This is an optimization exercise on Yosys and OpenROAD, whose aim is small area, a short achievable clock period and few clock cycles per item, not a production implementation.
RTL that was checked went through simulation tests only; none was proved equivalent to the original.

## v38
==> flow/design.v <==
module divider(quotient, remainder, done, divisor, dividend, start, clk, rst);
    output reg [31:0] quotient, remainder;
    input [31:0] divisor, dividend;
    input start, clk, rst;
    output done;
    reg        busy, idle, align;
    reg [4:0]  za_r;     
    reg [4:0]  sh;       
    reg [31:0] NB;       
    function [4:0] lzc;
        input [31:0] x;
        reg [15:0] v0; reg [15:0] z0;
        reg [7:0]  v1; reg [15:0] z1;
        reg [3:0]  v2; reg [11:0] z2;
        reg [1:0]  v3; reg [7:0]  z3;
        integer i;
        begin
            for (i = 0; i < 16; i = i + 1) begin
                v0[i] = x[2*i+1] | x[2*i];
                z0[i] = ~x[2*i+1];
            end
            for (i = 0; i < 8; i = i + 1) begin
                v1[i] = v0[2*i+1] | v0[2*i];
                z1[2*i +: 2] = v0[2*i+1] ? {1'b0, z0[2*i+1]} : {1'b1, z0[2*i]};
            end
            for (i = 0; i < 4; i = i + 1) begin
                v2[i] = v1[2*i+1] | v1[2*i];
                z2[3*i +: 3] = v1[2*i+1] ? {1'b0, z1[4*i+2 +: 2]} : {1'b1, z1[4*i +: 2]};
            end
            for (i = 0; i < 2; i = i + 1) begin
                v3[i] = v2[2*i+1] | v2[2*i];
                z3[4*i +: 4] = v2[2*i+1] ? {1'b0, z2[6*i+3 +: 3]} : {1'b1, z2[6*i +: 3]};
            end
            lzc = v3[1] ? {1'b0, z3[7:4]} : {1'b1, z3[3:0]};
        end
    endfunction
    function [31:0] smear;
        input [31:0] x;
        integer i;
        begin
            smear = x;
            for (i = 1; i < 32; i = i * 2)
                smear = smear | (smear >> i);
        end
    endfunction
    wire quick = (|(divisor & ~smear(dividend))) | ~(|divisor);
    wire [4:0] s = sh - za_r;
    wire [31:0] B1 = s[0] ? {NB[30:0], 1'b1} : NB;
    wire [31:0] B2 = s[1] ? {B1[29:0], 2'b11} : B1;
    wire [31:0] B4 = s[2] ? {B2[27:0], 4'hf} : B2;
    wire [31:0] B8 = s[3] ? {B4[23:0], 8'hff} : B4;
    wire [31:0] Ba = s[4] ? {B8[15:0], 16'hffff} : B8;
    wire [32:0] diff = {1'b0, remainder} - {1'b0, ~NB};
    wire        qbit = ~diff[32];
    wire busy_n = busy ? (align | (sh != 5'd0)) : (start & ~quick);
    assign done = idle;
    always_ff @(posedge clk, negedge rst) begin
        if (~rst) begin
            busy <= 1'b0;
            idle <= 1'b1;
            align <= 1'b0;
        end else begin
            busy <= busy_n;
            idle <= ~busy_n;
            align <= ~busy & start & ~quick;
        end
    end
    always_ff @(posedge clk) begin
        za_r <= lzc(dividend);           
        if (busy) begin
            if (align) begin
                NB <= Ba;
                sh <= s;
            end else begin
                NB <= {1'b1, NB[31:1]};
                sh <= sh - 5'd1;
                quotient <= {quotient[30:0], qbit};
                if (qbit) remainder <= diff[31:0];
            end
        end else begin
            NB <= ~divisor;
            sh <= lzc(divisor);
            if (start) begin
                quotient <= 32'd0;
                remainder <= dividend;
            end
        end
    end
endmodule
Settings: LEC_CHECK=0, ABC_AREA=1, CAP_MARGIN=20, CORE_MARGIN=2, CORE_UTILIZATION=40, PLACE_DENSITY=0.6, SETUP_SLACK_MARGIN=2.6, SLEW_MARGIN=20, BUFFER_PORTS_ARGS=-buffer_cell sky130_fd_sc_hd__buf_1; clock period 5.0 ns.
standard.sh (not shown) runs the stock make flow with config.mk's settings and CLKGATE_MAP_FILE= SYNTH_SCRIPT=/design/flow/synth_recipe.tcl, a recipe that flattens the netlist after the stock synthesis.
==> flow/flow/run.sh <==
#!/bin/bash
# Own layout flow: the standard synthesis unchanged, then the standard ORFS
# steps with a few extra ORFS settings (flow/extra.mk) appended to config.mk
# after synthesis, so that synthesis is exactly the standard flow's.
set -euo pipefail
here="$(pwd)"
bash standard.sh synth > "$here/log_synth.txt" 2>&1
cat flow/extra.mk >> config.mk
bash standard.sh > "$here/log_layout.txt" 2>&1
==> flow/flow/extra.mk <==
export BUFFER_PORTS_ARGS = -buffer_cell sky130_fd_sc_hd__buf_1
v38 finished every step from synthesis to the final layout, and the layout passed the timing, DRC and antenna checks.
[inputs] v39 vs v38
==> flow/design.v <==
module divider(quotient, remainder, done, divisor, dividend, start, clk, rst);
    output reg [31:0] quotient, remainder;
    input [31:0] divisor, dividend;
    input start, clk, rst;
    output done;
    reg        busy, align;
    reg [4:0]  za_r;     
    reg [4:0]  sh;       
    reg [31:0] B;        
    function [4:0] lzc;
        input [31:0] x;
        reg [15:0] v0; reg [15:0] z0;
        reg [7:0]  v1; reg [15:0] z1;
        reg [3:0]  v2; reg [11:0] z2;
        reg [1:0]  v3; reg [7:0]  z3;
        integer i;
        begin
            for (i = 0; i < 16; i = i + 1) begin
                v0[i] = x[2*i+1] | x[2*i];
                z0[i] = ~x[2*i+1];
            end
            for (i = 0; i < 8; i = i + 1) begin
                v1[i] = v0[2*i+1] | v0[2*i];
                z1[2*i +: 2] = v0[2*i+1] ? {1'b0, z0[2*i+1]} : {1'b1, z0[2*i]};
            end
            for (i = 0; i < 4; i = i + 1) begin
                v2[i] = v1[2*i+1] | v1[2*i];
                z2[3*i +: 3] = v1[2*i+1] ? {1'b0, z1[4*i+2 +: 2]} : {1'b1, z1[4*i +: 2]};
            end
            for (i = 0; i < 2; i = i + 1) begin
                v3[i] = v2[2*i+1] | v2[2*i];
                z3[4*i +: 4] = v2[2*i+1] ? {1'b0, z2[6*i+3 +: 3]} : {1'b1, z2[6*i +: 3]};
            end
            lzc = v3[1] ? {1'b0, z3[7:4]} : {1'b1, z3[3:0]};
        end
    endfunction
    wire [4:0] za = lzc(dividend);
    wire [4:0] zb = lzc(divisor);
    function gt5;
        input [4:0] x, y;
        reg [4:0] g, e;
        integer i;
        begin
            g = x & ~y;
            e = ~(x ^ y);
            gt5 = g[4] | (e[4] & (g[3] | (e[3] & (g[2] | (e[2] & (g[1] | (e[1] & g[0])))))));
        end
    endfunction
    wire quick = gt5(za, zb) | ~(|divisor);
    wire [4:0] s = sh - za_r;
    wire [31:0] B1 = s[0] ? {B[30:0], 1'b0} : B;
    wire [31:0] B2 = s[1] ? {B1[29:0], 2'b0} : B1;
    wire [31:0] B4 = s[2] ? {B2[27:0], 4'b0} : B2;
    wire [31:0] B8 = s[3] ? {B4[23:0], 8'b0} : B4;
    wire [31:0] Ba = s[4] ? {B8[15:0], 16'b0} : B8;
    wire [32:0] diff = {1'b0, remainder} - {1'b0, B};
    wire        qbit = ~diff[32];
    assign done = ~busy;
    always_ff @(posedge clk, negedge rst) begin
        if (~rst) begin
            busy <= 1'b0;
            align <= 1'b0;
        end else if (busy) begin
            align <= 1'b0;
            busy <= align | (sh != 5'd0);
        end else begin
            busy <= start & ~quick;
            align <= start & ~quick;
        end
    end
    always_ff @(posedge clk) begin
        if (busy) begin
            if (align) begin
                B <= Ba;
                sh <= s;
            end else begin
                B <= B >> 1;
                sh <= sh - 5'd1;
                quotient <= {quotient[30:0], qbit};
                if (qbit) remainder <= diff[31:0];
            end
        end else begin
            B <= divisor;
            sh <= zb;
            za_r <= za;
            if (start) begin
                quotient <= 32'd0;
                remainder <= dividend;
            end
        end
    end
endmodule
### Flow results
Buffer count excluding the clock tree in the final layout (higher): v39
The higher first-iteration DRC count of v38 and v39 is in v38.
Clock-buffer cell count down 5 in v39 wrt v38
Compared with v38, in v39 wire length of the first global-routing pass now sits lower; worst hold slack across all endpoints decreased 12 ps; met1 wire length dropped 2100 um; total wire length shrank by 12%.
For the post-placement worst setup slack, v39 came in 120 ps lower than v38 did.
Of v38 and v39, v39 shows the lower sink count of the clock tree, with v38 above it.
Shortest clock period the worst path allows after layout: v38 and v39 compared, lower one is v38
No functional check of the RTL was part of any run of this note.


Another version of the RTL of divider (not shown whole).
Size in the first run: roughly 1500 cells after synthesis, roughly 110 flip-flops, ~130 I/O pins, about 9500 um^2 of cells after synthesis.
==> module divider, before the edit <==
module divider(quotient, remainder, done, divisor, dividend, start, clk, rst);
    output reg [31:0] quotient, remainder;
    input [31:0] divisor, dividend;
    input start, clk, rst;
    output done;
    reg        busy, idle, align;
    reg [4:0]  dt, dg;   
    reg [4:0]  sh;       
    reg [31:0] NB;       
    function [4:0] lzc;
        input [31:0] x;
        reg [15:0] v0; reg [15:0] z0;
        reg [7:0]  v1; reg [15:0] z1;
        reg [3:0]  v2; reg [11:0] z2;
        reg [1:0]  v3; reg [7:0]  z3;
        integer i;
        begin
            for (i = 0; i < 16; i = i + 1) begin
                v0[i] = x[2*i+1] | x[2*i];
                z0[i] = ~x[2*i+1];
            end
            for (i = 0; i < 8; i = i + 1) begin
                v1[i] = v0[2*i+1] | v0[2*i];
                z1[2*i +: 2] = v0[2*i+1] ? {1'b0, z0[2*i+1]} : {1'b1, z0[2*i]};
            end
            for (i = 0; i < 4; i = i + 1) begin
                v2[i] = v1[2*i+1] | v1[2*i];
                z2[3*i +: 3] = v1[2*i+1] ? {1'b0, z1[4*i+2 +: 2]} : {1'b1, z1[4*i +: 2]};
            end
            for (i = 0; i < 2; i = i + 1) begin
                v3[i] = v2[2*i+1] | v2[2*i];
                z3[4*i +: 4] = v2[2*i+1] ? {1'b0, z2[6*i+3 +: 3]} : {1'b1, z2[6*i +: 3]};
            end
            lzc = v3[1] ? {1'b0, z3[7:4]} : {1'b1, z3[3:0]};
        end
    endfunction
    function [31:0] smear;
        input [31:0] x;
        integer i;
        begin
            smear = x;
            for (i = 1; i < 32; i = i * 2)
                smear = smear | (smear >> i);
        end
    endfunction
    wire quick = (|(divisor & ~smear(dividend))) | ~(|divisor);
    wire [4:0] bw;                       
    assign bw[0] = 1'b0;
    assign bw[1] = dg[0];
    assign bw[2] = dg[1] | (~dt[1] & dg[0]);
    assign bw[3] = dg[2] | (~dt[2] & dg[1]) | (~dt[2] & ~dt[1] & dg[0]);
    assign bw[4] = dg[3] | (~dt[3] & dg[2]) | (~dt[3] & ~dt[2] & dg[1])
                 | (~dt[3] & ~dt[2] & ~dt[1] & dg[0]);
    wire [4:0] s = dt ^ bw;
    wire [31:0] B1 = s[0] ? {NB[30:0], 1'b1} : NB;
    wire [31:0] B2 = s[1] ? {B1[29:0], 2'b11} : B1;
    wire [31:0] B4 = s[2] ? {B2[27:0], 4'hf} : B2;
    wire [31:0] B8 = s[3] ? {B4[23:0], 8'hff} : B4;
    wire [31:0] Ba = s[4] ? {B8[15:0], 16'hffff} : B8;
    wire [32:0] diff = {1'b0, remainder} - {1'b0, ~NB};
    wire        qbit = ~diff[32];
    wire busy_n = busy ? (align | (sh != 5'd0)) : (start & ~quick);
    assign done = idle;
    always_ff @(posedge clk, negedge rst) begin
        if (~rst) begin
            busy <= 1'b0;
            idle <= 1'b1;
            align <= 1'b0;
        end else begin
            busy <= busy_n;
            idle <= ~busy_n;
            align <= ~busy & start & ~quick;
        end
    end
    always_ff @(posedge clk) begin
        dt <= lzc(divisor) ^ lzc(dividend);      
        dg <= ~lzc(divisor) & lzc(dividend);
        if (busy) begin
            if (align) begin
                NB <= Ba;
                sh <= s;
            end else begin
                NB <= {1'b1, NB[31:1]};
                sh <= sh - 5'd1;
                quotient <= {quotient[30:0], qbit};
                if (qbit) remainder <= diff[31:0];
            end
        end else begin
            NB <= ~divisor;
            if (start) begin
                quotient <= 32'd0;
                remainder <= dividend;
            end
        end
    end
endmodule
==> flow/config.mk <==
export PLATFORM = sky130hd
export DESIGN_NAME = divider
export DESIGN_NICKNAME = divider
export VERILOG_FILES = /design/flow/design.v
export SDC_FILE = /design/flow/constraint.sdc
export NUM_CORES = 4
export LEC_CHECK = 0
export ABC_AREA = 1
export CAP_MARGIN = 20
export CORE_MARGIN = 2
export CORE_UTILIZATION = 40
export CTS_BUF_LIST = sky130_fd_sc_hd__clkbuf_8
export PLACE_DENSITY = 0.6
export SETUP_SLACK_MARGIN = 2.55
export SLEW_MARGIN = 20
export BUFFER_PORTS_ARGS = -buffer_cell sky130_fd_sc_hd__buf_1
==> flow/constraint.sdc <==
create_clock -name core_clock -period 5.0 [get_ports {clk}]
set_input_delay 1.0000 -clock core_clock [delete_from_list [all_inputs] [get_ports {clk}]]
set_output_delay 1.0000 -clock core_clock [all_outputs]
set_load 0.01 [all_outputs]
Scripts as last shown in full above: flow/flow/run.sh, flow/flow/extra.mk
==> next run, changes <==
--- a/flow/design.v
+++ b/flow/design.v
@@ -32,36 +32,48 @@
                 z3[4*i +: 4] = v2[2*i+1] ? {1'b0, z2[6*i+3 +: 3]} : {1'b1, z2[6*i +: 3]};
             end
             lzc = v3[1] ? {1'b0, z3[7:4]} : {1'b1, z3[3:0]};
         end
     endfunction
-    function [31:0] smear;
-        input [31:0] x;
-        integer i;
+    function longer4;
+        input [31:0] x, y;       
+        reg [7:0] nx, ny;
+        reg above;               
+        integer j;
         begin
-            smear = x;
-            for (i = 1; i < 32; i = i * 2)
-                smear = smear | (smear >> i);
+            for (j = 0; j < 8; j = j + 1) begin
+                nx[j] = |x[4*j +: 4];
+                ny[j] = |y[4*j +: 4];
+            end
+            longer4 = 1'b0;
+            above = 1'b0;
+            for (j = 7; j >= 0; j = j - 1) begin
+                above = above | nx[j];
+                longer4 = longer4 | (ny[j] & ~above);
+            end
         end
     endfunction
-    wire quick = (|(divisor & ~smear(dividend))) | ~(|divisor);
+    wire quick = longer4(dividend, divisor) | ~(|divisor);
     wire [4:0] bw;                       
     assign bw[0] = 1'b0;
     assign bw[1] = dg[0];
     assign bw[2] = dg[1] | (~dt[1] & dg[0]);
     assign bw[3] = dg[2] | (~dt[2] & dg[1]) | (~dt[2] & ~dt[1] & dg[0]);
     assign bw[4] = dg[3] | (~dt[3] & dg[2]) | (~dt[3] & ~dt[2] & dg[1])
                  | (~dt[3] & ~dt[2] & ~dt[1] & dg[0]);
     wire [4:0] s = dt ^ bw;
+    wire       neg = dg[4] | (~dt[4] & dg[3]) | (~dt[4] & ~dt[3] & dg[2])
+                   | (~dt[4] & ~dt[3] & ~dt[2] & dg[1])
+                   | (~dt[4] & ~dt[3] & ~dt[2] & ~dt[1] & dg[0]);
     wire [31:0] B1 = s[0] ? {NB[30:0], 1'b1} : NB;
     wire [31:0] B2 = s[1] ? {B1[29:0], 2'b11} : B1;
     wire [31:0] B4 = s[2] ? {B2[27:0], 4'hf} : B2;
     wire [31:0] B8 = s[3] ? {B4[23:0], 8'hff} : B4;
     wire [31:0] Ba = s[4] ? {B8[15:0], 16'hffff} : B8;
     wire [32:0] diff = {1'b0, remainder} - {1'b0, ~NB};
     wire        qbit = ~diff[32];
-    wire busy_n = busy ? (align | (sh != 5'd0)) : (start & ~quick);
+    wire busy_n = busy ? (align ? ~neg : (sh != 5'd0)) : (start & ~quick);
     assign done = idle;
     always_ff @(posedge clk, negedge rst) begin
         if (~rst) begin
             busy <= 1'b0;
             idle <= 1'b1;
=> Flip-flop and latch count rises by 1; utilization barely changes; global-route usage falls by 2.1 points; final area barely changes; setup slack improved by 0.015 ns.
Testbench counts after the change, summed over its fixed seeds: cycles 15,277, items 2,048.
No functional check of the RTL was part of the first run of this note.


Another version of the RTL of divider (not shown whole).
Size: about 1600 cells after synthesis, ~110 flip-flops, roughly 130 I/O pins.
==> module divider, before the edit <==
module divider(quotient, remainder, done, divisor, dividend, start, clk, rst);
    output reg [31:0] quotient, remainder;
    input [31:0] divisor, dividend;
    input start, clk, rst;
    output done;
    reg        busy, idle, align;
    reg [4:0]  dt, dg;   
    reg [4:0]  sh;       
    reg [31:0] NB;       
    function [4:0] lzc;
        input [31:0] x;
        reg [15:0] v0; reg [15:0] z0;
        reg [7:0]  v1; reg [15:0] z1;
        reg [3:0]  v2; reg [11:0] z2;
        reg [1:0]  v3; reg [7:0]  z3;
        integer i;
        begin
            for (i = 0; i < 16; i = i + 1) begin
                v0[i] = x[2*i+1] | x[2*i];
                z0[i] = ~x[2*i+1];
            end
            for (i = 0; i < 8; i = i + 1) begin
                v1[i] = v0[2*i+1] | v0[2*i];
                z1[2*i +: 2] = v0[2*i+1] ? {1'b0, z0[2*i+1]} : {1'b1, z0[2*i]};
            end
            for (i = 0; i < 4; i = i + 1) begin
                v2[i] = v1[2*i+1] | v1[2*i];
                z2[3*i +: 3] = v1[2*i+1] ? {1'b0, z1[4*i+2 +: 2]} : {1'b1, z1[4*i +: 2]};
            end
            for (i = 0; i < 2; i = i + 1) begin
                v3[i] = v2[2*i+1] | v2[2*i];
                z3[4*i +: 4] = v2[2*i+1] ? {1'b0, z2[6*i+3 +: 3]} : {1'b1, z2[6*i +: 3]};
            end
            lzc = v3[1] ? {1'b0, z3[7:4]} : {1'b1, z3[3:0]};
        end
    endfunction
    function longer4;
        input [31:0] x, y;       
        reg [7:0] nx, ny;
        reg above;               
        integer j;
        begin
            for (j = 0; j < 8; j = j + 1) begin
                nx[j] = |x[4*j +: 4];
                ny[j] = |y[4*j +: 4];
            end
            longer4 = 1'b0;
            above = 1'b0;
            for (j = 7; j >= 0; j = j - 1) begin
                above = above | nx[j];
                longer4 = longer4 | (ny[j] & ~above);
            end
        end
    endfunction
    wire quick = longer4(dividend, divisor) | ~(|divisor);
    wire [4:0] bw;                       
    assign bw[0] = 1'b0;
    assign bw[1] = dg[0];
    assign bw[2] = dg[1] | (~dt[1] & dg[0]);
    assign bw[3] = dg[2] | (~dt[2] & dg[1]) | (~dt[2] & ~dt[1] & dg[0]);
    assign bw[4] = dg[3] | (~dt[3] & dg[2]) | (~dt[3] & ~dt[2] & dg[1])
                 | (~dt[3] & ~dt[2] & ~dt[1] & dg[0]);
    wire [4:0] s = dt ^ bw;
    wire       neg = dg[4] | (~dt[4] & dg[3]) | (~dt[4] & ~dt[3] & dg[2])
                   | (~dt[4] & ~dt[3] & ~dt[2] & dg[1])
                   | (~dt[4] & ~dt[3] & ~dt[2] & ~dt[1] & dg[0]);
    wire [31:0] B1 = s[0] ? {NB[30:0], 1'b1} : NB;
    wire [31:0] B2 = s[1] ? {B1[29:0], 2'b11} : B1;
    wire [31:0] B4 = s[2] ? {B2[27:0], 4'hf} : B2;
    wire [31:0] B8 = s[3] ? {B4[23:0], 8'hff} : B4;
    wire [31:0] Ba = s[4] ? {B8[15:0], 16'hffff} : B8;
    wire [32:0] diff = {1'b0, remainder} - {1'b0, ~NB};
    wire        qbit = ~diff[32];
    wire szero = ~(|dt);
    wire step = busy & (~align | szero);
    wire busy_n = busy ? (align ? ~(neg | szero) : (sh != 5'd0)) : (start & ~quick);
    assign done = idle;
    always_ff @(posedge clk, negedge rst) begin
        if (~rst) begin
            busy <= 1'b0;
            idle <= 1'b1;
            align <= 1'b0;
        end else begin
            busy <= busy_n;
            idle <= ~busy_n;
            align <= ~busy & start & ~quick;
        end
    end
    always_ff @(posedge clk) begin
        dt <= lzc(divisor) ^ lzc(dividend);      
        dg <= ~lzc(divisor) & lzc(dividend);
        if (step) begin
            quotient <= {quotient[30:0], qbit};
            if (qbit) remainder <= diff[31:0];
        end
        if (busy) begin
            if (align) begin
                NB <= Ba;
                sh <= s;
            end else begin
                NB <= {1'b1, NB[31:1]};
                sh <= sh - 5'd1;
            end
        end else begin
            NB <= ~divisor;
            if (start) begin
                quotient <= 32'd0;
                remainder <= dividend;
            end
        end
    end
endmodule
Settings: LEC_CHECK=0, ABC_AREA=1, CAP_MARGIN=20, CORE_MARGIN=2, CORE_UTILIZATION=40, CTS_BUF_LIST=sky130_fd_sc_hd__clkbuf_8, PLACE_DENSITY=0.6, SETUP_SLACK_MARGIN=2.6, SLEW_MARGIN=20, BUFFER_PORTS_ARGS=-buffer_cell sky130_fd_sc_hd__buf_1; clock period 5.0 ns.
Scripts as last shown in full above: flow/flow/run.sh, flow/flow/extra.mk
Rerun with:
==> flow/design.v (replaced) <==
module divider(quotient, remainder, done, divisor, dividend, start, clk, rst);
    output reg [31:0] quotient, remainder;
    input [31:0] divisor, dividend;
    input start, clk, rst;
    output done;
    reg        busy, idle, align;
    reg [4:0]  za_r;     
    reg [4:0]  sh;       
    reg [31:0] B;        
    function [4:0] lzc;
        input [31:0] x;
        reg [15:0] v0; reg [15:0] z0;
        reg [7:0]  v1; reg [15:0] z1;
        reg [3:0]  v2; reg [11:0] z2;
        reg [1:0]  v3; reg [7:0]  z3;
        integer i;
        begin
            for (i = 0; i < 16; i = i + 1) begin
                v0[i] = x[2*i+1] | x[2*i];
                z0[i] = ~x[2*i+1];
            end
            for (i = 0; i < 8; i = i + 1) begin
                v1[i] = v0[2*i+1] | v0[2*i];
                z1[2*i +: 2] = v0[2*i+1] ? {1'b0, z0[2*i+1]} : {1'b1, z0[2*i]};
            end
            for (i = 0; i < 4; i = i + 1) begin
                v2[i] = v1[2*i+1] | v1[2*i];
                z2[3*i +: 3] = v1[2*i+1] ? {1'b0, z1[4*i+2 +: 2]} : {1'b1, z1[4*i +: 2]};
            end
            for (i = 0; i < 2; i = i + 1) begin
                v3[i] = v2[2*i+1] | v2[2*i];
                z3[4*i +: 4] = v2[2*i+1] ? {1'b0, z2[6*i+3 +: 3]} : {1'b1, z2[6*i +: 3]};
            end
            lzc = v3[1] ? {1'b0, z3[7:4]} : {1'b1, z3[3:0]};
        end
    endfunction
    function longer4;
        input [31:0] x, y;       
        reg [7:0] nx, ny;
        reg above;               
        integer j;
        begin
            for (j = 0; j < 8; j = j + 1) begin
                nx[j] = |x[4*j +: 4];
                ny[j] = |y[4*j +: 4];
            end
            longer4 = 1'b0;
            above = 1'b0;
            for (j = 7; j >= 0; j = j - 1) begin
                above = above | nx[j];
                longer4 = longer4 | (ny[j] & ~above);
            end
        end
    endfunction
    wire quick = longer4(dividend, divisor) | ~(|divisor);
    wire [5:0] s = {1'b0, sh} - {1'b0, za_r};
    wire [31:0] B1 = s[0] ? {B[30:0], 1'b0} : B;
    wire [31:0] B2 = s[1] ? {B1[29:0], 2'b0} : B1;
    wire [31:0] B4 = s[2] ? {B2[27:0], 4'b0} : B2;
    wire [31:0] B8 = s[3] ? {B4[23:0], 8'b0} : B4;
    wire [31:0] Ba = s[4] ? {B8[15:0], 16'b0} : B8;
    wire [32:0] diff = {1'b0, remainder} - {1'b0, B};
    wire        qbit = ~diff[32];
    wire busy_n = busy ? (align ? ~s[5] : (sh != 5'd0)) : (start & ~quick);
    assign done = idle;
    always_ff @(posedge clk, negedge rst) begin
        if (~rst) begin
            busy <= 1'b0;
            idle <= 1'b1;
            align <= 1'b0;
        end else begin
            busy <= busy_n;
            idle <= ~busy_n;
            align <= ~busy & start & ~quick;
        end
    end
    always_ff @(posedge clk) begin
        if (busy) begin
            if (align) begin
                B <= Ba;
                sh <= s[4:0];
            end else begin
                B <= B >> 1;
                sh <= sh - 5'd1;
                quotient <= {quotient[30:0], qbit};
                if (qbit) remainder <= diff[31:0];
            end
        end else begin
            B <= divisor;
            sh <= lzc(divisor);
            za_r <= lzc(dividend);
            if (start) begin
                quotient <= 32'd0;
                remainder <= dividend;
            end
        end
    end
endmodule
What happened: The changed run went through all stages and came out clean. Synthesized area is about the same. Routed wire length fell by a few percent. Hold slack barely changes. Setup slack got worse by 0.0089 ns. Core utilization fell by 1.4 points.
Testbench counts after the change, summed over its fixed seeds: cycles 15,277, items 2,048.
Function not checked in the first run of this note: the RTL went through the layout flow alone.

## static timing again, ports no longer ideal
The results above use ideal ports. As a check the final layouts listed here were re-extracted and re-timed, cells and wires unchanged.
Step 1, drivers: a clkbuf_16 drives clk and a buf_2 each remaining input, both assumed.
Step 2 moves the port delays by t, midway between the first and last clock arrival at a register: inputs arrive t later, outputs are due t later. That takes back most of the time a late clock gives input paths.
Slacks: no drivers / after step 1 / after step 2; pairs: no drivers / after step 1.
run | t, ns | setup slack, ns | hold slack, ns
v38 | 0.408 | 2.527 / 2.527 / 2.230 | 0.433 / 0.421 / 0.538
v39 | 0.415 | 2.434 / 2.434 / 2.130 | 0.420 / 0.429 / 0.510
the first run of note 2 | 0.492 | 2.613 / 2.613 / 2.209 | 0.387 / 0.384 / 0.542
the second run of note 2 | 0.502 | 2.628 / 2.628 / 2.152 | 0.328 / 0.312 / 0.533
the first run of note 3 | 0.504 | 2.678 / 2.678 / 2.255 | 0.375 / 0.365 / 0.482
the second run of note 3 | 0.446 | 2.670 / 2.670 / 2.349 | 0.376 / 0.364 / 0.499
After both steps every run listed still meets setup and hold. The setup slack of the second run of note 2, which loses most, moves by 0.000 ns with the drivers and by -0.476 ns with both steps.
